Source: an optimization exercise on an open RTL-to-GDS flow (aim: a short achievable clock period and few clock cycles). Production flows keep margins and buffers that such runs may drop.
In this exercise RTL edits were held to simulation tests only and were not proved equivalent to the original.
Power figures rest on the tool's default switching activity, not on a simulated workload.

## flow/run.sh

```bash
#!/bin/bash
# synth_recipe.tcl (not shown) runs the flow's synth.tcl, then flattens the netlist and writes it again
# the make line also repeats each setting of config.mk as NAME=value (left out here)
make -C /OpenROAD-flow-scripts/flow DESIGN_CONFIG=/design/flow/config.mk WORK_HOME=/design/flow/orfs CLKGATE_MAP_FILE= SYNTH_SCRIPT=/design/flow/synth_recipe.tcl finish
```

## flow/config.mk

```make
export PLATFORM = sky130hd
export DESIGN_NAME = lc3_datapath
export DESIGN_NICKNAME = lc3_datapath
export VERILOG_FILES = /design/flow/design.v
export SDC_FILE = /design/flow/constraint.sdc
export NUM_CORES = 4
export LEC_CHECK = 0
export CAP_MARGIN = 20
export CORE_MARGIN = 2
export CORE_UTILIZATION = 40
export PLACE_DENSITY = 0.6
export SETUP_SLACK_MARGIN = 4.5
export SLEW_MARGIN = 20
```

## flow/constraint.sdc

```tcl
create_clock -name core_clock -period 7.5 [get_ports {clk}]
set_input_delay 1.5000 -clock core_clock [delete_from_list [all_inputs] [get_ports {clk}]]
set_output_delay 1.5000 -clock core_clock [all_outputs]
set_load 0.01 [all_outputs]
```

## flow/design.v

```verilog
module lc3_datapath
  (clk,
   rst,
   mem_en,
   mem_we,
   mem_addr,
   mem_wdata,
   mem_ready,
   mem_rdata
   );
  input         clk;
  input         rst;
  output        mem_en;
  output        mem_we;
  output [15:0] mem_addr;
  output [15:0] mem_wdata;
  input         mem_ready;
  input  [15:0] mem_rdata;
  localparam [2:0] K_FETCH = 3'd0,
                   K_LOAD  = 3'd1,
                   K_LDI   = 3'd2,
                   K_STI   = 3'd3,
                   K_STORE = 3'd4,
                   K_TRAP  = 3'd5,
                   K_ADDR  = 3'd6,    
                   K_PF    = 3'd7;    
  reg [15:0] r0, r1, r2, r3, r4, r5, r6, r7;
  reg        n, z, p;
  reg [15:0] pc;      
  reg [15:0] pc1;     
  reg [15:0] ir;
  reg [2:0]  kind;
  reg        en;      
  reg        we;
  reg [15:0] mar;
  reg [15:0] mdr;
  reg [15:0] pf;      
  reg        pfv;
  reg        ex;      
  reg        lk;      
  reg [1:0]  aop;     
  reg [15:0] opa, opb;
  assign mem_en    = en;
  assign mem_we    = we;
  assign mem_addr  = mar;
  assign mem_wdata = mdr;
  function [15:0] rsel;
    input [2:0] s;
    input [15:0] a0, a1, a2, a3, a4, a5, a6, a7;
    case (s)
      3'd0: rsel = a0;
      3'd1: rsel = a1;
      3'd2: rsel = a2;
      3'd3: rsel = a3;
      3'd4: rsel = a4;
      3'd5: rsel = a5;
      3'd6: rsel = a6;
      default: rsel = a7;
    endcase
  endfunction
  function [15:0] ksadd;
    input [15:0] a, b;
    reg   [15:0] g, q, x;
    integer k, j;
    begin
      x = a ^ b;
      g = a & b;
      q = x;
      for (k = 0; k < 4; k = k + 1)
        for (j = 15; j >= (1 << k); j = j - 1)
          begin
            g[j] = g[j] | (q[j] & g[j - (1 << k)]);
            q[j] = q[j] & q[j - (1 << k)];
          end
      ksadd = x ^ {g[14:0], 1'b0};
    end
  endfunction
  wire [2:0] ldr  = ir[11:9];         
  wire       fw   = (kind == K_LOAD);
  wire       fwb  = fw & (pf[8:6] == ldr);
  wire       fws  = fw & (pf[11:9] == ldr);
  wire       fw2  = fw & (pf[2:0] == ldr);
  wire       pdep = (pf[15:12] == 4'b0000);
  reg step;
  always @(*)
    case (kind)
      K_FETCH: step = pfv | mem_ready;
      K_LOAD:  step = pfv & mem_ready & ~pdep;
      K_STORE: step = pfv & mem_ready;
      default: step = 1'b0;
    endcase
  wire [15:0] d     = pfv ? pf : mem_rdata;
  wire [3:0]  op    = d[15:12];
  wire        taken = (d[11] & n) | (d[10] & z) | (d[9] & p);
  wire [15:0] dbase = fwb ? mem_rdata : rsel(d[8:6], r0, r1, r2, r3, r4, r5, r6, r7);
  wire [15:0] dsrc  = fws ? mem_rdata : rsel(d[11:9], r0, r1, r2, r3, r4, r5, r6, r7);
  wire [15:0] dsr2  = fw2 ? mem_rdata : rsel(d[2:0], r0, r1, r2, r3, r4, r5, r6, r7);
  wire [15:0] djsrr = (d[8:6] == 3'd7) ? pc1 : dbase;
  wire [15:0] sum = ksadd(opa, opb);
  reg  [15:0] res;
  always @(*)
    case (aop)
      2'd0:    res = sum;
      2'd1:    res = opa & opb;
      default: res = ~opa;
    endcase
  wire        ldw   = mem_ready & (kind == K_LOAD);
  wire [15:0] wval  = ex ? res : (ldw ? mem_rdata : opa);
  wire [2:0]  wsel  = lk ? 3'd7 : ir[11:9];
  wire        wen   = ex | ldw | lk;
  always @(posedge clk or negedge rst)
    begin
      if (rst == 1'b0)
        begin
          r0 <= 16'h0; r1 <= 16'h0; r2 <= 16'h0; r3 <= 16'h0;
          r4 <= 16'h0; r5 <= 16'h0; r6 <= 16'h0; r7 <= 16'h0;
        end
      else if (wen)
        case (wsel)
          3'd0: r0 <= wval;
          3'd1: r1 <= wval;
          3'd2: r2 <= wval;
          3'd3: r3 <= wval;
          3'd4: r4 <= wval;
          3'd5: r5 <= wval;
          3'd6: r6 <= wval;
          default: r7 <= wval;
        endcase
    end
  reg         zres;
  always @(*)
    case (aop)
      2'd0:    zres = ((opa ^ opb) == {opa[14:0] | opb[14:0], 1'b0});
      2'd1:    zres = ((opa & opb) == 16'h0);
      default: zres = (opa == 16'hffff);
    endcase
  wire        zv = ex ? zres : (mem_rdata == 16'h0);
  wire        nv = ex ? res[15] : mem_rdata[15];
  always @(posedge clk or negedge rst)
    begin
      if (rst == 1'b0)
        begin
          n <= 1'b0; z <= 1'b0; p <= 1'b0;
        end
      else if (ex | ldw)
        begin
          n <= nv;
          z <= zv;
          p <= ~nv & ~zv;
        end
    end
  always @(posedge clk or negedge rst)
    begin
      if (rst == 1'b0)
        begin
          pc   <= 16'h0200;
          pc1  <= 16'h0201;
          ir   <= 16'h0;
          mar  <= 16'h0200;
          mdr  <= 16'h0;
          en   <= 1'b1;
          we   <= 1'b0;
          kind <= K_FETCH;
          pf   <= 16'h0;
          pfv  <= 1'b0;
          ex   <= 1'b0;
          lk   <= 1'b0;
          aop  <= 2'd0;
          opa  <= 16'h0;
          opb  <= 16'h0;
        end
      else
        begin
          ex  <= 1'b0;
          lk  <= 1'b0;
          pc1 <= pc + 16'd1;
          if (step)
            begin
              ir  <= d;
              pc  <= pc1;
              pfv <= 1'b0;
              we  <= 1'b0;
              en  <= 1'b1;
              mdr <= dsrc;
              case (op)
                4'b0000, 4'b0010, 4'b0011, 4'b1010, 4'b1011, 4'b1110:
                  begin
                    opa <= pc1;
                    opb <= {{7{d[8]}}, d[8:0]};
                  end
                4'b0100, 4'b1111:
                  begin
                    opa <= pc1;
                    opb <= {{5{d[10]}}, d[10:0]};
                  end
                4'b0110, 4'b0111:
                  begin
                    opa <= dbase;
                    opb <= {{10{d[5]}}, d[5:0]};
                  end
                default:
                  begin
                    opa <= dbase;
                    opb <= d[5] ? {{11{d[4]}}, d[4:0]} : dsr2;
                  end
              endcase
              case (op)
                4'b0101: aop <= 2'd1;
                4'b1001: aop <= 2'd2;
                default: aop <= 2'd0;
              endcase
              case (op)
                4'b0001, 4'b0101, 4'b1001, 4'b1110:  
                  begin
                    ex   <= 1'b1;
                    kind <= K_FETCH;
                    mar  <= pc1;
                  end
                4'b1111:  
                  begin
                    lk   <= 1'b1;
                    kind <= K_TRAP;
                    mar  <= {8'h00, d[7:0]};
                  end
                4'b1100:  
                  begin
                    kind <= K_FETCH;
                    mar  <= dbase;
                    pc   <= dbase;
                  end
                4'b0100:  
                  begin
                    lk <= 1'b1;
                    if (d[11])
                      begin
                        kind <= K_ADDR;
                        en   <= 1'b0;
                      end
                    else
                      begin
                        kind <= K_FETCH;
                        mar  <= djsrr;
                        pc   <= djsrr;
                      end
                  end
                4'b0000:  
                  if (taken)
                    begin
                      kind <= K_ADDR;
                      en   <= 1'b0;
                    end
                  else
                    begin
                      kind <= K_FETCH;
                      mar  <= pc1;
                    end
                4'b0010, 4'b0011, 4'b0110, 4'b0111, 4'b1010, 4'b1011:
                  begin  
                    kind <= K_PF;
                    mar  <= pc1;
                  end
                default:  
                  begin
                    kind <= K_FETCH;
                    mar  <= pc1;
                  end
              endcase
            end
          else
            case (kind)
              K_ADDR:  
                begin
                  en   <= 1'b1;
                  kind <= K_FETCH;
                  mar  <= sum;
                  pc   <= sum;
                end
              K_PF:
                if (mem_ready)
                  begin
                    pf  <= mem_rdata;
                    pfv <= 1'b1;
                    mar <= sum;
                    case (ir[15:12])
                      4'b0010, 4'b0110: kind <= K_LOAD;
                      4'b0011, 4'b0111: begin kind <= K_STORE; we <= 1'b1; end
                      4'b1010: kind <= K_LDI;
                      default: kind <= K_STI;
                    endcase
                  end
              K_LDI:
                if (mem_ready)
                  begin
                    kind <= K_LOAD;
                    mar  <= mem_rdata;
                  end
              K_STI:
                if (mem_ready)
                  begin
                    kind <= K_STORE;
                    we   <= 1'b1;
                    mar  <= mem_rdata;
                  end
              K_TRAP:
                if (mem_ready)
                  begin
                    kind <= K_FETCH;
                    mar  <= mem_rdata;
                    pc   <= mem_rdata;
                  end
              K_LOAD, K_STORE:  
                if (mem_ready)
                  begin
                    kind <= K_FETCH;
                    we   <= 1'b0;
                    en   <= 1'b0;
                  end
              default: ;
            endcase
        end
    end
endmodule
```

==> results.txt, run 1 <==
* Clock Path Buffers at 3
* Total routed wirelength at around 80000 um
* Switching pwr at 4.760 mW
* CP Class: in2reg
* Final setup violation count at 0
* # clock sinks at 260
* Clock latency (worst-skew pair) at 0.60 ns
* Tightest Hold Check Type: reg2reg
* Total track usage at 0.3401
* Syn Inst Count at approximately 2100
* Final critical-path share of the clock period at 0.4177
* Placed cell count at ~2700
* Slowest cell on crit path: a211oi_2
* Flop and latch count out of synthesis at 260
* Period minus WS final at 3.133 ns
* Final hold slack at ~0.47 ns
* CTS Root Cell: clkbuf_16
* Nets at approximately 2300
* Relative slew slack at 0.3433
* Cell taking the most area after synthesis: dfrtp_1
* RSZ-0062 raised after global routing: true
* Die height at 213.8 um
* Drt drc at 0
* H-tree depth at 1
* Ys flop type: dfrtp_1
* Initial detailed-routing violation count at between 2000 and 3000
* CP Cell Sequence: buf_6 > buf_8 > mux2i_4 > buf_4 > buf_6 > buf_4 > nand2_2 > nor2_1 > a31oi_1 > a211oi_2 > nor3_2 > a211oi_2 > o22ai_1
* Global-route wire length before repair at 114600 um
* Setup crit end kind: flop
* DR pass1 iterations at 8
* Maximum VDD drop at roughly 0.00026 V
* Synth unique cells at about 100
* ANT nets after route at 0
* Fin util at 0.5199
* Sw Ratio at 0.4874
* Fillers at approximately 4000
* Maxcap violations at 0
* Antenna diodes at 0
* Largest fanout on the critical path at 5
* Slew Limit Fails at 0
* Setup tns final at 0 ns
* Worst-margin pin slew at 0.9784 ns
* CTS Buf Count at 31
* Fmax at 0.3192 GHz
* CP peak stage delay at 0.35 ns
* Initial antenna violation count at 3
* Post-synthesis average cell area at 8.216 sq um
* Clock Skew at ~0.021 ns
* Routed len/inst at ~28 um
* WP data required at about 8.0 ns
* Synth top area share at 0.3626
* Total power at slightly below 10 mW
* Via count at 18700
* GP Congestion at between 1 and 1.5
* Final Hold Fails at 0
* Vias per std cell at 6.495
* Core area at 43270 sq um
* # IOs at 53
* Status: complete, no violations
* Register area share after synthesis at 0.3700
* Fraction of layout cells with a size suffix above 1 at 0.2389
* Largest net degree at the start of global routing at between 100 and 150
* PortBufs at between 50 and 60
* Row count at between 70 and 80
* Syn Std Cell Area at 17600 sq um
* Hold_buf cts at 0
* Total number of yosys warnings at 1
* Finished Layout Cells at 2879
* Worst-path clk slew at about 0.060 ns
* Vias in the first global route at approximately 17000
* Horiz. Die Dim at 213.8 um
* Die area at approximately 46000 sq um
* Reg power frac at 0.292
* Post-synthesis async set-or-reset flop share at 1.000
* Syn Nets at 2194
* Sequential cell area at 6518 sq um
* WP data arrival at around 3.6 ns
* Clock Power Share at 0.164
* CP startpoint kind: primary input
* Post-DP HPWL at between 50000 and 60000 um
* Comb pwr share at 0.544
* Initial core utilization at 0.4068
* Post-synth EDFFs at 0
* LEAKAGE at about 9.4 nW
* Power Density at 434.1 nW/um^2
* Layout overhead on the synthesized area at 27.81%
* Top post-synthesis cells by area: dfrtp_1, nand2_1, o21ai_0, a21oi_1, nor2_1
* Cell-internal power at roughly 5 mW
* CTS tree: yes
* Global route overflow at 0
* Multi-input logic area at about 11000 sq um
cell usage in the layout (no fill, tap or decap), drive strengths merged, types with 9 or more instances in the layout:
cell | Yosys | final
a211oi | 23 | 23
a21oi | 166 | 167
a221oi | 29 | 29
a22oi | 15 | 15
a31oi | 25 | 25
and3 | 14 | 14
buf | 64 | 201
clkbuf | 98 | 45
dfrtp | 255 | 255
dlygate4sd2 | 0 | 29
ha | 32 | 32
inv | 43 | 46
mux2 | 48 | 57
mux2i | 58 | 58
mux4 | 18 | 18
nand2 | 409 | 409
nand3 | 60 | 60
nand4 | 17 | 17
nor2 | 165 | 165
nor2b | 10 | 10
nor3 | 43 | 43
nor4 | 12 | 12
o211ai | 19 | 19
o21ai | 290 | 291
o221ai | 9 | 9
o22ai | 34 | 34
o31ai | 11 | 11
xnor2 | 19 | 19
xor2 | 30 | 30
through the flow:
stage / instance area [sq um] / worst slack, ns
after CTS: 21400 / 4.433
after detailed placement: 18660 / 2.509
after global placement: 18660 / 2.542
final: 22490 / 4.367
after floorplan: 17960 / 4.410
after global routing: 22490 / 4.365
worst max-delay path: cells and delay by family:
kind	cells	cell delay, ns
AO/OA/AOI/OAI	4	0.82
buffers and inverters	5	0.60
AND/OR/NAND/NOR	3	0.40
multiplexers	1	0.26
power by group through the flow:
stage                     logic [mW]  clock network [mW]  registers [mW]
final                           5.32                1.60            2.85
after global routing            5.65                1.67            2.89
after CTS                       4.79                1.62            2.78
after detailed placement        4.32                   0            2.78
after global placement          4.29                   0            2.78
after floorplan                 3.00                   0            2.44
worst paths after layout:
path | from | to | slack [ns] | cells past startpoint
max in group asynchronous | rst | opb[0]$_DFFE_PN0N_ | 5.54 | 2
worst min-delay path | mdr[1]$_DFFE_PN0N_ | mdr[1]$_DFFE_PN0N_ | 0.47 | 2
worst min register to register | mdr[1]$_DFFE_PN0N_ | mdr[1]$_DFFE_PN0N_ | 0.47 | 2
worst max register to register | pfv$_DFFE_PN0P_ | opb[1]$_DFFE_PN0N_ | 4.54 | 12
worst max-delay path | mem_rdata[0] | opb[1]$_DFFE_PN0N_ | 4.37 | 13
min in group asynchronous | rst | ir[14]$_DFFE_PN0N_ | 0.79 | 1
cells by family after synthesis:
family,Yosys count,share of synthesized area
AND/OR/NAND/NOR,757,0.1826
AO/OA/AOI/OAI,713,0.2514
flip-flops,260,0.3700
buffers and inverters,206,0.05481
multiplexers,124,0.09292
XOR/XNOR,49,0.02438
adder cells (fa/ha/maj),33,0.02389
cells in the mapped netlist, types with 9 or more instances:
library cell	count
nor2b_1	10
inv_1	43
clkbuf_1	98
xor2_1	30
o31ai_1	9
buf_2	32
mux4_2	15
ha_1	32
nand4_1	17
a31oi_1	24
o22ai_1	33
o211ai_1	19
a21oi_1	163
mux2i_1	50
nor2_1	162
nand2_1	408
o21ai_1	15
dfrtp_1	255
a221oi_1	23
a22oi_1	15
nor3_1	43
mux2_2	44
nand3_1	60
o21ai_0	272
xnor2_1	19
buf_6	11
nor4_1	12
and3_1	14
a211oi_1	22
buf_4	11
layer usage:
| metal | global-route usage | share of wire | vias up |
|---|---|---|---|
| met2 | 0.5077 | 0.43 | 1357 |
| met4 | 0.1841 | 0.067 | 4 |
| met3 | 0.06957 | 0.11 | 357 |
| met1 | 0.4632 | 0.39 | 8940 |
| li1 | - | - | 8040 |
| met5 | 0 | 0.00092 | - |
timing repair:
item,in CTS,in global routing
pin swaps,36,54
setup endpoints to repair,268,158
setup buffers,93,54
gates resized for setup,245,137
cloned,12,4
cell type report:
class,instances,share of cell area
well taps,585,0.03254
inverters,44,0.007509
clock inverters,15,0.008566
multi-input cells,1690,0.5108
repair buffers,243,0.1119
clock buffers,42,0.03899
flip-flops and latches,260,0.2897
Testbench counts, summed over its fixed seeds: cycles 125,899.
==> inputs of run 2 (changes only) <==
--- a/flow/config.mk
+++ b/flow/config.mk
@@ -11,3 +11,3 @@
 export PLACE_DENSITY = 0.6
-export SETUP_SLACK_MARGIN = 4.5
+export SETUP_SLACK_MARGIN = 4.7
 export SLEW_MARGIN = 20
==> run 2 against run 1 <==
Power increased by 15%; setup slack improved by 0.074 ns; via count increased by 8.9%; clock power increased by 14%; sequential share of layout area decreased by 3.7 points; design area increased by 15%; synthesized area unchanged; sequential power about the same; highest routed layer unchanged.
==> results.txt, run 2 <==
* Total track usage at 0.3710 (was 0.3401)
* Top post-synthesis cells by area: dfrtp_1, nand2_1, o21ai_0, a21oi_1, nor2_1 (unchanged)
* CTS tree: yes (unchanged)
* Critical path destination: pc[13]$_DFFE_PN0P_ (was opb[1]$_DFFE_PN0N_)
* Flop and latch count out of synthesis at 260 (unchanged)
* RSZ-0062 raised after global routing: true (unchanged)
* Nets at 2470 (was 2322)
* Initial detailed-routing violation count at 3516 (was 2880)
* Vias per std cell at 6.725 (was 6.495)
* PortBufs at 52 (unchanged)
* Status: complete, no violations (unchanged)
* Commonest non-fill, non-tap cell in the layout: nand2_1 (unchanged)
* Slew Limit Fails at 0 (unchanged)
* Most frequent cells in the layout: nand2_1, dfrtp_1, buf_4 (was nand2_1, o21ai_0, dfrtp_1)
* Worst-path clk slew at 0.06 ns (about the same)
* Fraction of layout cells with a size suffix above 1 at 0.3617 (was 0.2389)
* Placed cell count at 2655 (was 2658)
* Final setup violation count at 0 (unchanged)
* Fmax at 0.3269 GHz (was 0.3192 GHz)
* Routed len/inst at 29.06 um (was 27.79 um)
* Largest fanout on the critical path at 6 (was 5)
* Largest net degree at the start of global routing at 104 (was 137)
* Syn Std Cell Area at 17600 sq um (unchanged)
* Post-DP HPWL at 51240 um (was 51550 um)
* Row count at 76 (unchanged)
* Post-synthesis average cell area at 8.216 sq um (unchanged)
* CTS Buf Count at 34 (was 31)
* Fin util at 0.5961 (was 0.5199)
* ANT nets after route at 0 (unchanged)
* Syn Nets at 2194 (unchanged)
* Critical Path Source: mem_rdata[6] (was mem_rdata[0])
* Tightest Hold Check Type: reg2reg (unchanged)
* Period minus WS final at 3.059 ns (was 3.133 ns)
* Register area share after synthesis at 0.3700 (unchanged)
* WP data arrival at 3.47 ns (was 3.58 ns)
* Global-route wire length before repair at 124200 um (was 114600 um)
* H-tree depth at 2 (was 1)
* Initial core utilization at 0.4068 (unchanged)
* Relative slew slack at 0.3314 (was 0.3433)
* Reg-to-Reg Start: kind[0]$_DFFE_PN0P_ (was pfv$_DFFE_PN0P_)
* Post-synthesis async set-or-reset flop share at 1.000 (unchanged)
* CTS Root Cell: clkbuf_16 (unchanged)
* LEAKAGE at 10.76 nW (was 9.363 nW)
* Synth unique cells at 102 (unchanged)
* Antenna diodes at 0 (unchanged)
* Power Density at 435.1 nW/um^2 (was 434.1 nW/um^2)
* Worst r2r dst: opb[5]$_DFFE_PN0N_ (was opb[1]$_DFFE_PN0N_)
* Top-count cell post-synth: nand2_1 (unchanged)
* GP Congestion at 0.9743 (was 1.016)
* CP Class: in2reg (unchanged)
* Setup crit end kind: flop (unchanged)
* Ys flop type: dfrtp_1 (unchanged)
* Final critical-path share of the clock period at 0.4079 (was 0.4177)
* FF-to-FF path depth at 8 (was 12)
* Total number of yosys warnings at 1 (unchanged)
* Total routed wirelength at 88010 um (was 80020 um)
* Via count at 20370 (was 18700)
* # IOs at 53 (unchanged)
* CP startpoint kind: primary input (unchanged)
* # clock sinks at 260 (unchanged)
* Horiz. Die Dim at 213.8 um (unchanged)
* Initial antenna violation count at 1 (was 3)
* Synth top cells by count: nand2_1, o21ai_0, dfrtp_1 (unchanged)
* WP data required at 7.91 ns (was 7.95 ns)
* Worst-margin pin slew at 1.000 ns (was 0.9784 ns)
* Hold_buf cts at 0 (unchanged)
* Final Hold Fails at 0 (unchanged)
* Setup tns final at 0 ns (unchanged)
* Clock Skew at 0.01742 ns (was 0.02092 ns)
* Die height at 213.8 um (unchanged)
* Finished Layout Cells at 3029 (was 2879)
* Core area at 43270 sq um (unchanged)
* Die area at 45690 sq um (unchanged)
* Vias in the first global route at 18450 (was 17060)
* Synth top area share at 0.3626 (unchanged)
* Maximum VDD drop at 0.0002209 V (was 0.0002595 V)
* Syn Inst Count at 2142 (unchanged)
* Drt drc at 0 (unchanged)
* Global route overflow at 0 (unchanged)
* Maxcap violations at 0 (unchanged)
* Layout overhead on the synthesized area at 46.54% (was 27.81%)
* DR pass1 iterations at 7 (was 8)
* Post-synth EDFFs at 0 (unchanged)
* Clock latency (worst-skew pair) at 0.57 ns (was 0.60 ns)
* Cell taking the most area after synthesis: dfrtp_1 (unchanged)
* Clock Path Buffers at 3 (unchanged)
* R2R Setup Slk at 4.65 ns (was 4.54 ns)
## run 2: changes by cell type in the layout (fill, tap and decap cells not counted), moves of 14 or more
cell and delta:
a21oi_1 -32, a21oi_2 +22, buf_12 +14, buf_4 +78, buf_6 +34, nand2_1 -21
nor2_1 -17, nor2_4 +15, o21ai_0 -147, o21ai_1 +122, o21ai_2 +20
## run 2: repair_timing
action / 4_1_cts / 5_1_grt
gates resized for setup: 490 / 243
setup buffers: 187 / 100
gates cloned: 21 / 4
pin swaps: 129 / 168
endpoints found under the setup margin: 271 / 200
## run 2: kinds of logic after synthesis
group | after synthesis | share of synthesized area
flip-flops | 260 | 0.3700
multiplexers | 124 | 0.09292
AO/OA/AOI/OAI | 713 | 0.2514
AND/OR/NAND/NOR | 757 | 0.1826
adder cells (fa/ha/maj) | 33 | 0.02389
buffers and inverters | 206 | 0.05481
XOR/XNOR | 49 | 0.02438
## run 2: worst min-delay path by stage
stage	slack, ns	endpoint	depth (start not counted)	from
floorplan	0.45	pc1[15]$_DFF_PN0_	1	pc[15]$_DFFE_PN0P_
detailed placement	0.48	mdr[0]$_DFFE_PN0N_	2	mdr[0]$_DFFE_PN0N_
global route	0.51	mdr[1]$_DFFE_PN0N_	2	mdr[1]$_DFFE_PN0N_
CTS	0.48	pc1[15]$_DFF_PN0_	1	pc[15]$_DFFE_PN0P_
global placement	0.47	mdr[15]$_DFFE_PN0N_	2	mdr[15]$_DFFE_PN0N_
finish	0.48	mdr[11]$_DFFE_PN0N_	2	mdr[11]$_DFFE_PN0N_
## run 2: stage by stage
| stage | setup slack, ns | total power, mW | cell area, sq um | hold slack (ns) |
|---|---|---|---|---|
| 2_1_floorplan | 4.410 | 5.662 | 18540 | 0.4459 |
| 3_3_place_gp | 2.343 | 7.191 | 18860 | 0.4679 |
| 3_5_place_dp | 2.266 | 7.255 | 18880 | 0.4785 |
| 4_1_cts | 4.525 | 10.20 | 23770 | 0.4813 |
| 5_1_grt | 4.406 | 11.65 | 25790 | 0.5145 |
| 6_report | 4.441 | 11.22 | 25790 | 0.4820 |
## run 2: worst max-delay path: stages
cell and delay [ns]:
buf_16 0.12, mux2i_4 0.17, buf_6 0.13, buf_12 0.10, buf_12 0.10, nor2_4 0.05, a221o_1 0.33, a22oi_2 0.25
nand2_1 0.12, mux2_4 0.29, mux2i_1 0.20, a221oi_1 0.12
## run 2: layout make-up
| type | count | area, sq um |
|---|---|---|
| inverter | 44 | 165.2 |
| multi-input combinational | 1688 | 12850 |
| tap | 585 | 732.0 |
| clock buffer | 45 | 1006 |
| timing repair buffer | 390 | 4289 |
| sequential | 260 | 6528 |
| clock inverter | 17 | 224.0 |
| fill | 3621 | 17480 |
## run 2: per-layer routing
layer,global-route usage,vias to the layer above,routed length (um)
li1,-,8383,-
met1,0.4842,9767,32680
met2,0.5594,1678,36830
met3,0.09139,541,10940
met4,0.2177,2,7550
met5,0,-,12
## run 2: report_power, final
part | internal, mW | total [mW] | switching, mW
clock network | 1.12 | 1.82 | 0.699
logic | 2.72 | 6.52 | 3.80
registers | 1.99 | 2.88 | 0.891
==> inputs of run 3 (changes only) <==
--- a/flow/design.v
+++ b/flow/design.v
@@ -18,2 +18,5 @@
   input  [15:0] mem_rdata;
+  localparam CL = 5;                  
+  localparam CN = 1 << CL;
+  localparam TW = 16 - CL;            
   localparam [2:0] K_FETCH = 3'd0,
@@ -38,2 +41,7 @@
   reg        pfv;
+  reg [15:0]   c_data  [0:CN-1];
+  reg [TW-1:0] c_tag   [0:CN-1];
+  reg [CN-1:0] c_valid;
+  reg          fq;
+  reg [15:0]   fqa, fqd;
   reg        ex;      
@@ -77,2 +85,13 @@
   endfunction
+  function [15:0] inc16;
+    input [15:0] x;
+    reg   [15:0] c;
+    integer k;
+    begin
+      c[0] = 1'b1;
+      for (k = 1; k < 16; k = k + 1)
+        c[k] = c[k - 1] & x[k - 1];
+      inc16 = x ^ c;
+    end
+  endfunction
   wire [2:0] ldr  = ir[11:9];         
@@ -83,2 +102,19 @@
   wire       pdep = (pf[15:12] == 4'b0000);
+  wire [2:0] xdr = ir[11:9];          
+  wire       xb  = (pf[8:6] == xdr);
+  wire       xs  = (pf[11:9] == xdr);
+  reg        xdep;
+  always @(*)
+    case (pf[15:12])
+      4'b0001, 4'b0101: xdep = xb | (~pf[5] & (pf[2:0] == xdr));
+      4'b1001, 4'b0110, 4'b1100: xdep = xb;          
+      4'b0111:          xdep = xb | xs;              
+      4'b0011, 4'b1011: xdep = xs;                   
+      4'b0100:          xdep = ~pf[11] & xb;         
+      4'b0000:          xdep = 1'b1;                 
+      default:          xdep = 1'b0;                 
+    endcase
+  wire [CL-1:0] li    = pc1[CL-1:0];
+  wire          lhit  = c_valid[li] & (c_tag[li] == pc1[15:CL]);
+  wire [15:0]   lword = c_data[li];
   reg step;
@@ -86,3 +122,3 @@
     case (kind)
-      K_FETCH: step = pfv | mem_ready;
+      K_FETCH: step = pfv ? ~(ex & xdep) : mem_ready;
       K_LOAD:  step = pfv & mem_ready & ~pdep;
@@ -154,2 +190,31 @@
       if (rst == 1'b0)
+        fq <= 1'b0;
+      else
+        fq <= mem_ready & (((kind == K_FETCH) & ~pfv) | (kind == K_PF));
+    end
+  always @(posedge clk)
+    begin
+      fqa <= pc;
+      fqd <= mem_rdata;
+      if (fq)
+        begin
+          c_data[fqa[CL-1:0]] <= fqd;
+          c_tag[fqa[CL-1:0]]  <= fqa[15:CL];
+        end
+    end
+  integer i;
+  always @(posedge clk or negedge rst)
+    begin
+      if (rst == 1'b0)
+        c_valid <= {CN{1'b0}};
+      else
+        for (i = 0; i < CN; i = i + 1)
+          if ((kind == K_STORE) & (mar[CL-1:0] == i))
+            c_valid[i] <= 1'b0;
+          else if (fq & (fqa[CL-1:0] == i))
+            c_valid[i] <= 1'b1;
+    end
+  always @(posedge clk or negedge rst)
+    begin
+      if (rst == 1'b0)
         begin
@@ -175,3 +240,3 @@
           lk  <= 1'b0;
-          pc1 <= pc + 16'd1;
+          pc1 <= inc16(pc);
           if (step)
@@ -180,2 +245,4 @@
               pc  <= pc1;
+              pc1 <= inc16(pc1);
+              pf  <= lword;
               pfv <= 1'b0;
@@ -217,2 +284,4 @@
                     mar  <= pc1;
+                    pfv  <= lhit;
+                    en   <= ~lhit;
                   end
@@ -255,2 +324,4 @@
                       mar  <= pc1;
+                      pfv  <= lhit;
+                      en   <= ~lhit;
                     end
@@ -258,4 +329,6 @@
                   begin  
-                    kind <= K_PF;
+                    kind <= lhit ? K_ADDR : K_PF;
                     mar  <= pc1;
+                    pfv  <= lhit;
+                    en   <= ~lhit;
                   end
@@ -265,2 +338,4 @@
                     mar  <= pc1;
+                    pfv  <= lhit;
+                    en   <= ~lhit;
                   end
@@ -270,8 +345,13 @@
             case (kind)
-              K_ADDR:  
+              K_ADDR:
                 begin
-                  en   <= 1'b1;
-                  kind <= K_FETCH;
-                  mar  <= sum;
-                  pc   <= sum;
+                  en  <= 1'b1;
+                  mar <= sum;
+                  case (ir[15:12])
+                    4'b0010, 4'b0110: kind <= K_LOAD;
+                    4'b0011, 4'b0111: begin kind <= K_STORE; we <= 1'b1; end
+                    4'b1010: kind <= K_LDI;
+                    4'b1011: kind <= K_STI;
+                    default: begin kind <= K_FETCH; pc <= sum; end   
+                  endcase
                 end
--- a/flow/config.mk
+++ b/flow/config.mk
@@ -11,3 +11,3 @@
 export PLACE_DENSITY = 0.6
-export SETUP_SLACK_MARGIN = 4.7
+export SETUP_SLACK_MARGIN = 4.5
 export SLEW_MARGIN = 20
==> run 3 against run 2 <==
Utilization is 11 points lower; register-to-register slack worse by 0.43 ns; sequential power grew to 3.4 times the previous value; sequential share of layout area is 27 points higher; first-iteration DRC count is 59% higher; via count is 78% higher; critical path type is now reg2reg; synthesized area grew to 3.0 times the previous value; combinational power is 64% higher.
==> results.txt, run 3 <==
* Status: complete, no violations (unchanged)
* Post-DP HPWL at 100400 um (was 51240 um)
* Placement Setup Slack at 2.407 ns (was 2.266 ns)
* CTS tree: yes (unchanged)
* Met3 usage at 0.06642 (was 0.09139)
* Initial core utilization at 0.4038 (was 0.4068)
* # clock sinks at 1189 (was 260)
* Switching pwr at 10.28 mW (was 5.392 mW)
* Largest register FFs at approximately 510
* Period minus WS final at 3.282 ns (was 3.059 ns)
* Vias per std cell at 6.230 (was 6.725)
* Post-synthesis average cell area at 14.27 sq um (was 8.216 sq um)
* Initial antenna violation count at 6 (was 1)
* # IOs at 53 (unchanged)
* Setup tns final at 0 ns (unchanged)
* Placed cell count at 5380 (was 2655)
* Nets at 4052 (was 2470)
* Clock Power Share at 0.228 (was 0.162)
* Largest fanout on the critical path at 5 (was 6)
* CP startpoint kind: flop (was primary input)
* Register area share after synthesis at 0.6382 (was 0.3700)
* Grt met2 use at 0.3885 (was 0.5594)
* Reg power frac at 0.368 (was 0.257)
* Top post-synthesis cells by area: edfxtp_1, dfrtp_1, mux4_2, nand2_1, o21ai_0 (was dfrtp_1, nand2_1, o21ai_0, a21oi_1, nor2_1)
* WP data required at 8.08 ns (was 7.91 ns)
* Top-count cell post-synth: edfxtp_1 (was nand2_1)
* LEAKAGE at 22.48 nW (was 10.76 nW)
* CTS Root Cell: clkbuf_16 (unchanged)
* Setup crit end kind: flop (unchanged)
* Routed len/inst at 30.14 um (was 29.06 um)
* Post-synthesis async set-or-reset flop share at 0.2464 (was 1.000)
* Cell taking the most area after synthesis: edfxtp_1 (was dfrtp_1)
* Flop and latch count out of synthesis at 1189 (was 260)
* Via count at 36340 (was 20370)
* Global-route wire length before repair at 252600 um (was 124200 um)
* Syn Std Cell Area at 53150 sq um (was 17600 sq um)
* Global route overflow at 0 (unchanged)
* Power Density at 412.7 nW/um^2 (was 435.1 nW/um^2)
* Synth top cells by count: edfxtp_1, nand2_1, dfrtp_1 (was nand2_1, o21ai_0, dfrtp_1)
* Fmax at 0.3047 GHz (was 0.3269 GHz)
* Cell-internal power at 16.36 mW (was 5.829 mW)
* H-tree depth at 3 (was 2)
* Final setup violation count at 0 (unchanged)
* Hold_buf cts at 0 (unchanged)
* CTS Buf Count at 118 (was 34)
* Busiest layer in global routing: met2 (unchanged)
* Clock Skew at 0.05972 ns (was 0.01742 ns)
* Largest net degree at the start of global routing at 128 (was 104)
* Most frequent cells in the layout: edfxtp_1, nand2_1, mux4_2 (was nand2_1, dfrtp_1, buf_4)
* Setup slack after layout at 4.218 ns (was 4.441 ns)
* Maxcap violations at 0 (unchanged)
* Synth unique cells at 93 (was 102)
* Final Hold Fails at 0 (unchanged)
* Drt drc at 0 (unchanged)
* Commonest non-fill, non-tap cell in the layout: edfxtp_1 (was nand2_1)
* Post-synth EDFFs at 864 (was 0)
* Worst-path clk slew at 0.06 ns (about the same)
* Clock latency (worst-skew pair) at 0.77 ns (was 0.57 ns)
* Synth top area share at 0.4881 (was 0.3626)
* PortBufs at 52 (unchanged)
* Slew Limit Fails at 0 (unchanged)
* Total track usage at 0.2548 (was 0.3710)
* Worst-margin pin slew at 1.049 ns (was 1.000 ns)
* Initial detailed-routing violation count at 5579 (was 3516)
* Relative slew slack at 0.3009 (was 0.3314)
* Maximum VDD drop at 0.0002118 V (was 0.0002209 V)
* Comb pwr share at 0.403 (was 0.581)
* Fraction of layout cells with a size suffix above 1 at 0.2871 (was 0.3617)
* Fillers at 11030 (was 3621)
* Row count at 133 (was 76)
* Syn Inst Count at 3726 (was 2142)
* Tightest Hold Check Type: reg2reg (unchanged)
* Core area at 131600 sq um (was 43270 sq um)
* RSZ-0062 raised after global routing: true (unchanged)
* Ys flop type: edfxtp_1 (was dfrtp_1)
* Die area at 135800 sq um (was 45690 sq um)
* Fin util at 0.4903 (was 0.5961)
* Vias in the first global route at 35260 (was 18450)
* Finished Layout Cells at 5833 (was 3029)
* Clock Path Buffers at 3 (unchanged)
* WP data arrival at 3.86 ns (was 3.47 ns)
* ANT nets after route at 0 (unchanged)
* Layout overhead on the synthesized area at 21.43% (was 46.54%)
* Horiz. Die Dim at 368.5 um (was 213.8 um)
* DR pass1 iterations at 10 (was 7)
* CP Class: reg2reg (was in2reg)
* Final critical-path share of the clock period at 0.4376 (was 0.4079)
* GP Congestion at 0.9705 (was 0.9743)
* Total routed wirelength at 175800 um (was 88010 um)
* Total number of yosys warnings at 1 (unchanged)
* Syn Nets at 3805 (was 2194)
* Die height at 368.5 um (was 213.8 um)
* GRT met1 Usage at 0.3458 (was 0.4842)
* Sw Ratio at 0.3857 (was 0.4805)
[run 3: cells by family (layout without fill, tap and decap cells)]
family | Yosys count | after routing | share of synthesized area
fa+ha+maj | 60 | 60 | 0.01426
compound gates | 841 | 842 | 0.1012
mux | 398 | 413 | 0.1385
other cells | 0 | 3 | 0
buf+inv | 301 | 632 | 0.02615
simple gates | 891 | 893 | 0.07406
xor+xnor | 46 | 46 | 0.007580
flops | 1189 | 1189 | 0.6382
[run 3: power groups by stage]
stage	logic, mW	registers [mW]	clock network [mW]
global route	11.3	9.88	6.42
detailed placement	8.41	9.99	0
floorplan	6.22	9.02	0
finish	10.7	9.82	6.08
global placement	8.36	9.99	0
CTS	9.99	9.72	6.15
[run 3: worst max-delay path, stage by stage (launching register included)]
cell and delay [ns]:
dfstp_4 0.67, buf_6 0.16, buf_6 0.15, buf_16 0.14, mux4_2 0.52, a22oi_2 0.32
nand4_1 0.36, xor2_2 0.28, nor4_4 0.22, buf_4 0.19, a41oi_1 0.12
[run 3: cell type report]
| class | count | area [sq um] | share of cell area |
|---|---|---|---|
| Multi-Input combinational cell | 2254 | 20240 | 0.3135 |
| Clock buffer | 156 | 3209 | 0.04972 |
| Sequential cell | 1189 | 34010 | 0.5269 |
| Antenna cell | 3 | 7.507 | 0.0001163 |
| Timing Repair Buffer | 363 | 3968 | 0.06147 |
| Inverter | 47 | 177.7 | 0.002753 |
| Tap cell | 1755 | 2196 | 0.03402 |
| Clock inverter | 66 | 742.0 | 0.01150 |
[run 3: timing repair]
| action | 4_1_cts | 5_1_grt |
|---|---|---|
| setup endpoints to repair | 293 | 213 |
| gates cloned | 27 | 4 |
| buffers inserted | 139 | 58 |
| resized for setup | 368 | 146 |
| pin swaps | 59 | 53 |
[run 3: stage by stage]
step	area (sq um)	power, mW	hold slack [ns]
floorplan	53840	15.23	0.3700
global placement	56310	18.35	0.4438
detailed placement	56330	18.40	0.4468
CTS	63330	25.87	0.4259
global route	64540	27.61	0.4453
finish	64540	26.64	0.4505
[run 3: layer usage]
layer  vias to the layer above  wire length, um
li1                      15040                -
met1                     18530            69650
met2                      2185            79250
met3                       582            17990
met4                         6             8846
met5                         -               98
[run 3: final timing paths]
kind	from	end	slack, ns	cells past startpoint
max	pc1[0]$_DFF_PN1_	kind[0]$_DFFE_PN0P_	4.22	10
min	pc[1]$_DFFE_PN0P_	fqa[1]$_DFF_P_	0.45	0
max reg2reg	pc1[0]$_DFF_PN1_	kind[0]$_DFFE_PN0P_	4.22	10
min reg2reg	pc[1]$_DFFE_PN0P_	fqa[1]$_DFF_P_	0.45	0
max in group asynchronous	rst	mar[0]$_DFFE_PN0P_	5.18	2
min in group asynchronous	rst	r6[2]$_DFFE_PN0P_	0.83	1
Testbench counts of run 3, summed over its fixed seeds: cycles 115,005.
==> inputs of run 4 (changes only) <==
--- a/flow/design.v
+++ b/flow/design.v
@@ -18,3 +18,3 @@
   input  [15:0] mem_rdata;
-  localparam CL = 5;                  
+  localparam CL = 4;                  
   localparam CN = 1 << CL;
==> run 4 against run 3 <==
Hold slack gained 0.021 ns; critical path depth is 3 higher; routed wire length decreased by 22%; non-clock buffer count grew 1; sequential share of layout area shrank 7.3 points; global-route usage increased by 3.0 points; clock power decreased by 32%; clock skew down 0.0049 ns; utilization increased by 1.8 points; setup slack worse by 0.076 ns.
==> results.txt, run 4 <==
* R2R Setup Slk at 4.34 ns (was 4.22 ns)
* Largest register FFs at 256 (was 512)
* Global-route wire length before repair at 196200 um (was 252600 um)
* Core area at 91390 sq um (was 131600 sq um)
* Register area share after synthesis at 0.5712 (was 0.6382)
* Post-synthesis average cell area at 11.91 sq um (was 14.27 sq um)
* Via count at 29710 (was 36340)
* Worst hold stages at 2 (was 0)
* CTS Root Cell: clkbuf_16 (unchanged)
* Maximum VDD drop at 0.0002586 V (was 0.0002118 V)
* Setup tns final at 0 ns (unchanged)
* Power Density at 489.1 nW/um^2 (was 412.7 nW/um^2)
* Min-delay src: mdr[0]$_DFFE_PN0N_ (was pc[1]$_DFFE_PN0P_)
* Synth Area in XOR/XNOR at 0.01189 (was 0.007580)
* Syn Inst Count at 3092 (was 3726)
* Post-DP HPWL at 79640 um (was 100400 um)
* Nets at 3403 (was 4052)
* Placement Setup Slack at 2.364 ns (was 2.407 ns)
* Die height at 307.4 um (was 368.5 um)
* Commonest non-fill, non-tap cell in the layout: nand2_1 (was edfxtp_1)
* Total routed wirelength at 137600 um (was 175800 um)
* Maxcap violations at 0 (unchanged)
* Worst r2r dst: pfv$_DFFE_PN0P_ (was kind[0]$_DFFE_PN0P_)
* Synthesized-area fraction occupied by and/or/nand/nor cells at 0.09926 (was 0.07405)
* Sw Ratio at 0.4400 (was 0.3857)
* Final critical-path share of the clock period at 0.4477 (was 0.4376)
* Drt drc at 0 (unchanged)
* CTS Buf Count at 80 (was 118)
* Tightest Hold Check Type: reg2reg (unchanged)
* Fraction of layout cells with a size suffix above 1 at 0.2847 (was 0.2871)
* Cell-internal power at 12.73 mW (was 16.36 mW)
* Row count at 111 (was 133)
* Reg-to-Reg Start: pc1[0]$_DFF_PN1_ (unchanged)
* Routed len/inst at 30.05 um (was 30.14 um)
* Multiplexer share of the synthesized area at 0.1175 (was 0.1385)
* Ys flop type: edfxtp_1 (unchanged)
* Clock Path Buffers at 3 (unchanged)
* Largest fanout on the critical path at 4 (was 5)
* GP Congestion at 0.9967 (was 0.9705)
* Largest net degree at the start of global routing at 117 (was 128)
* FF-to-FF path depth at 11 (was 10)
* Syn Nets at 3171 (was 3805)
* Vias per std cell at 6.486 (was 6.230)
* Main combinational cell family by area after synthesis: compound AO/OA/AOI/OAI gates (was multiplexers)
* # IOs at 53 (unchanged)
* ANT nets after route at 0 (unchanged)
* Post-synthesis async set-or-reset flop share at 0.3659 (was 0.2464)
* Synth unique cells at 89 (was 93)
* Synth top cells by count: nand2_1, edfxtp_1, dfrtp_1 (was edfxtp_1, nand2_1, dfrtp_1)
* Hold_buf cts at 0 (unchanged)
* Die area at 94490 sq um (was 135800 sq um)
* Total track usage at 0.2846 (was 0.2548)
* Initial antenna violation count at 7 (was 6)
* RSZ-0062 raised after global routing: true (unchanged)
* Vias in the first global route at 27770 (was 35260)
* Worst Hold End: mdr[0]$_DFFE_PN0N_ (was fqa[1]$_DFF_P_)
* Cell taking the most area after synthesis: edfxtp_1 (unchanged)
* Fmax at 0.2978 GHz (was 0.3047 GHz)
* Switching pwr at 9.997 mW (was 10.28 mW)
* Period minus WS final at 3.358 ns (was 3.282 ns)
* Global route overflow at 0 (unchanged)
* Post-synthesis adder-cell area fraction at 0.02059 (was 0.01426)
* Fin util at 0.5084 (was 0.4903)
* Fillers at 7735 (was 11030)
* Worst-path clk slew at 0.06 ns (about the same)
* Comb pwr share at 0.514 (was 0.403)
* Post-synth EDFFs at 448 (was 864)
* CP Class: in2reg (was reg2reg)
* Synth top area share at 0.3654 (was 0.4881)
* Relative slew slack at 0.3711 (was 0.3009)
* Most frequent cells in the layout: nand2_1, edfxtp_1, dfrtp_1 (was edfxtp_1, nand2_1, mux4_2)
* Top-count cell post-synth: nand2_1 (was edfxtp_1)
* Initial core utilization at 0.4029 (was 0.4038)
* Worst-margin pin slew at 0.9434 ns (was 1.049 ns)
* Initial detailed-routing violation count at 4889 (was 5579)
* Slew Limit Fails at 0 (unchanged)
* Final setup violation count at 0 (unchanged)
* Status: complete, no violations (unchanged)
* DR pass1 iterations at 14 (was 10)
* Reg power frac at 0.303 (was 0.368)
* LEAKAGE at 17.17 nW (was 22.48 nW)
* Layout overhead on the synthesized area at 26.19% (was 21.43%)
* H-tree depth at 3 (unchanged)
* CTS tree: yes (unchanged)
* # clock sinks at 757 (was 1189)
* Setup slack after layout at 4.142 ns (was 4.218 ns)
* Top post-synthesis cells by area: edfxtp_1, dfrtp_1, mux4_2, nand2_1, o21ai_0 (unchanged)
* Flop and latch count out of synthesis at 757 (was 1189)
* Syn Std Cell Area at 36820 sq um (was 53150 sq um)
* Clock latency (worst-skew pair) at 0.69 ns (was 0.77 ns)
* CP startpoint kind: primary input (was flop)
* WP data required at 8.06 ns (was 8.08 ns)
* Horiz. Die Dim at 307.4 um (was 368.5 um)
* Total number of yosys warnings at 1 (unchanged)
* Compound-gate portion of the synthesized area at 0.1436 (was 0.1012)
* WP data arrival at 3.92 ns (was 3.86 ns)
* Clock Power Share at 0.183 (was 0.228)
* PortBufs at 52 (unchanged)
* Final Hold Fails at 0 (unchanged)
* Final hold slack at 0.4717 ns (was 0.4505 ns)
* Setup crit end kind: flop (unchanged)
* Clock Skew at 0.05481 ns (was 0.05972 ns)
[run 4: cell types whose count changed in the layout (fill, tap and decap cells not counted), sizes merged, moves of 18 or more]
cell | before | now
mux2i | 89 | 66
a31oi | 55 | 31
o21ai | 300 | 263
and3 | 30 | 9
nor2 | 150 | 187
nor2b | 36 | 12
a21oi | 150 | 223
clkbuf | 163 | 114
edfxtp | 864 | 448
clkinv | 42 | 24
mux4 | 261 | 140
[run 4: metal layers]
metal | global-route usage | part of all wire | vias to the layer above
li1 | - | - | 12190
met2 | 0.4226 | 0.43 | 2149
met1 | 0.3769 | 0.38 | 14640
met5 | 0 | 0.00093 | -
met3 | 0.09001 | 0.12 | 727
met4 | 0.1406 | 0.070 | 6
[run 4: worst max-delay path, stage by stage]
cell	delay, ns
buf_12	0.11
mux2i_4	0.36
buf_12	0.18
buf_6	0.09
buf_6	0.09
buf_4	0.11
nor2_2	0.06
a22oi_1	0.36
o22ai_4	0.22
mux2_4	0.35
a22oi_2	0.16
o211a_1	0.22
o21ai_1	0.08
[run 4: power groups by stage]
| stage | combinational (mW) | sequential [mW] | clock, mW |
|---|---|---|---|
| 6_report | 11.7 | 6.88 | 4.16 |
| 5_1_grt | 12.2 | 6.92 | 4.38 |
| 4_1_cts | 10.6 | 6.76 | 4.20 |
| 3_5_place_dp | 8.61 | 6.93 | 0 |
| 3_3_place_gp | 8.57 | 6.94 | 0 |
| 2_1_floorplan | 6.29 | 6.10 | 0 |
[run 4: area by class of cell]
cell class              count  area, sq um  area share
repair buffers            364         3844     0.08273
flip-flops and latches    757        21080      0.4538
clock buffers             111         2271     0.04888
inverters                  59        221.5    0.004767
well taps                1186         1484     0.03194
diodes                      4        10.01   0.0002154
clock inverters            37        478.0     0.01029
multi-input cells        2062        17070      0.3674
[run 4: logic make-up (layout without fill, tap and decap cells)]
kind of cell / Yosys count / in the layout
other: 0 / 4
DFF: 757 / 757
xor gates and xnor gates: 50 / 50
and+or+nand+nor: 852 / 853
muxes: 242 / 252
buffers and inverters: 285 / 571
adders and majority gates: 60 / 60
AOI/OAI and AO/OA: 846 / 847
[run 4: timing repair]
item                       4_1_cts  5_1_grt
resized for setup              463      145
setup endpoints to repair      282      181
gates cloned                    20        3
pin swaps                       98       80
buffers inserted               167       52
[run 4: worst max-delay path by stage]
stage / cells past startpoint / slack (ns) / start / to
6_report: 13 / 4.14 / mem_rdata[7] / pc[8]$_DFFE_PN0P_
5_1_grt: 13 / 4.19 / mem_rdata[7] / mar[8]$_DFFE_PN0P_
4_1_cts: 11 / 4.38 / pc1[0]$_DFF_PN1_ / pfv$_DFFE_PN0P_
3_5_place_dp: 9 / 2.36 / mem_rdata[10] / mar[11]$_DFFE_PN0P_
3_3_place_gp: 9 / 2.41 / mem_rdata[10] / mar[11]$_DFFE_PN0P_
2_1_floorplan: 9 / 4.13 / mem_rdata[7] / mar[8]$_DFFE_PN0P_
[run 4: per-stage QoR]
step | instance area [sq um] | power [mW] | cells
2_1_floorplan | 37410 | 12.39 | 3092
3_3_place_gp | 38880 | 15.51 | 4185
3_5_place_dp | 38880 | 15.54 | 4185
4_1_cts | 45320 | 21.58 | 4520
5_1_grt | 46450 | 23.52 | 4576
6_report | 46460 | 22.72 | 4580
Testbench counts of run 4, summed over its fixed seeds: cycles 118,839.

==> port drivers added, routing unchanged <==
No port has a modelled driver above. Below, the same layouts with a new extraction and two added sets of constraints.
Step 1: set_driving_cell puts a clkbuf_16 on clk and a buf_2 on each other input, an assumption about the parent block.
Step 2 adds t to the input delays and takes it off the output delays; t is the mean of the earliest and latest rising clock arrival at the registers after step 1. Input paths then give back, and output paths get back, about the clock's delay inside the block.
a / b / c = no drivers / after step 1 / after step 2; a / b = the first two.
run	t (ns)	slack for setup (ns)	latest minus earliest clock arrival (ns)
run 1	0.643	4.367 / 4.390 / 3.748	0.021 / 0.021
run 2	0.611	4.441 / 4.431 / 3.819	0.019 / 0.019
run 3	0.816	4.218 / 4.218 / 3.641	0.062 / 0.062
run 4	0.730	4.142 / 4.165 / 3.435	0.061 / 0.061
After both steps setup and hold are still met in every run listed. The setup slack of run 4, which loses most, moves by +0.023 ns with the drivers and by -0.707 ns with both steps.
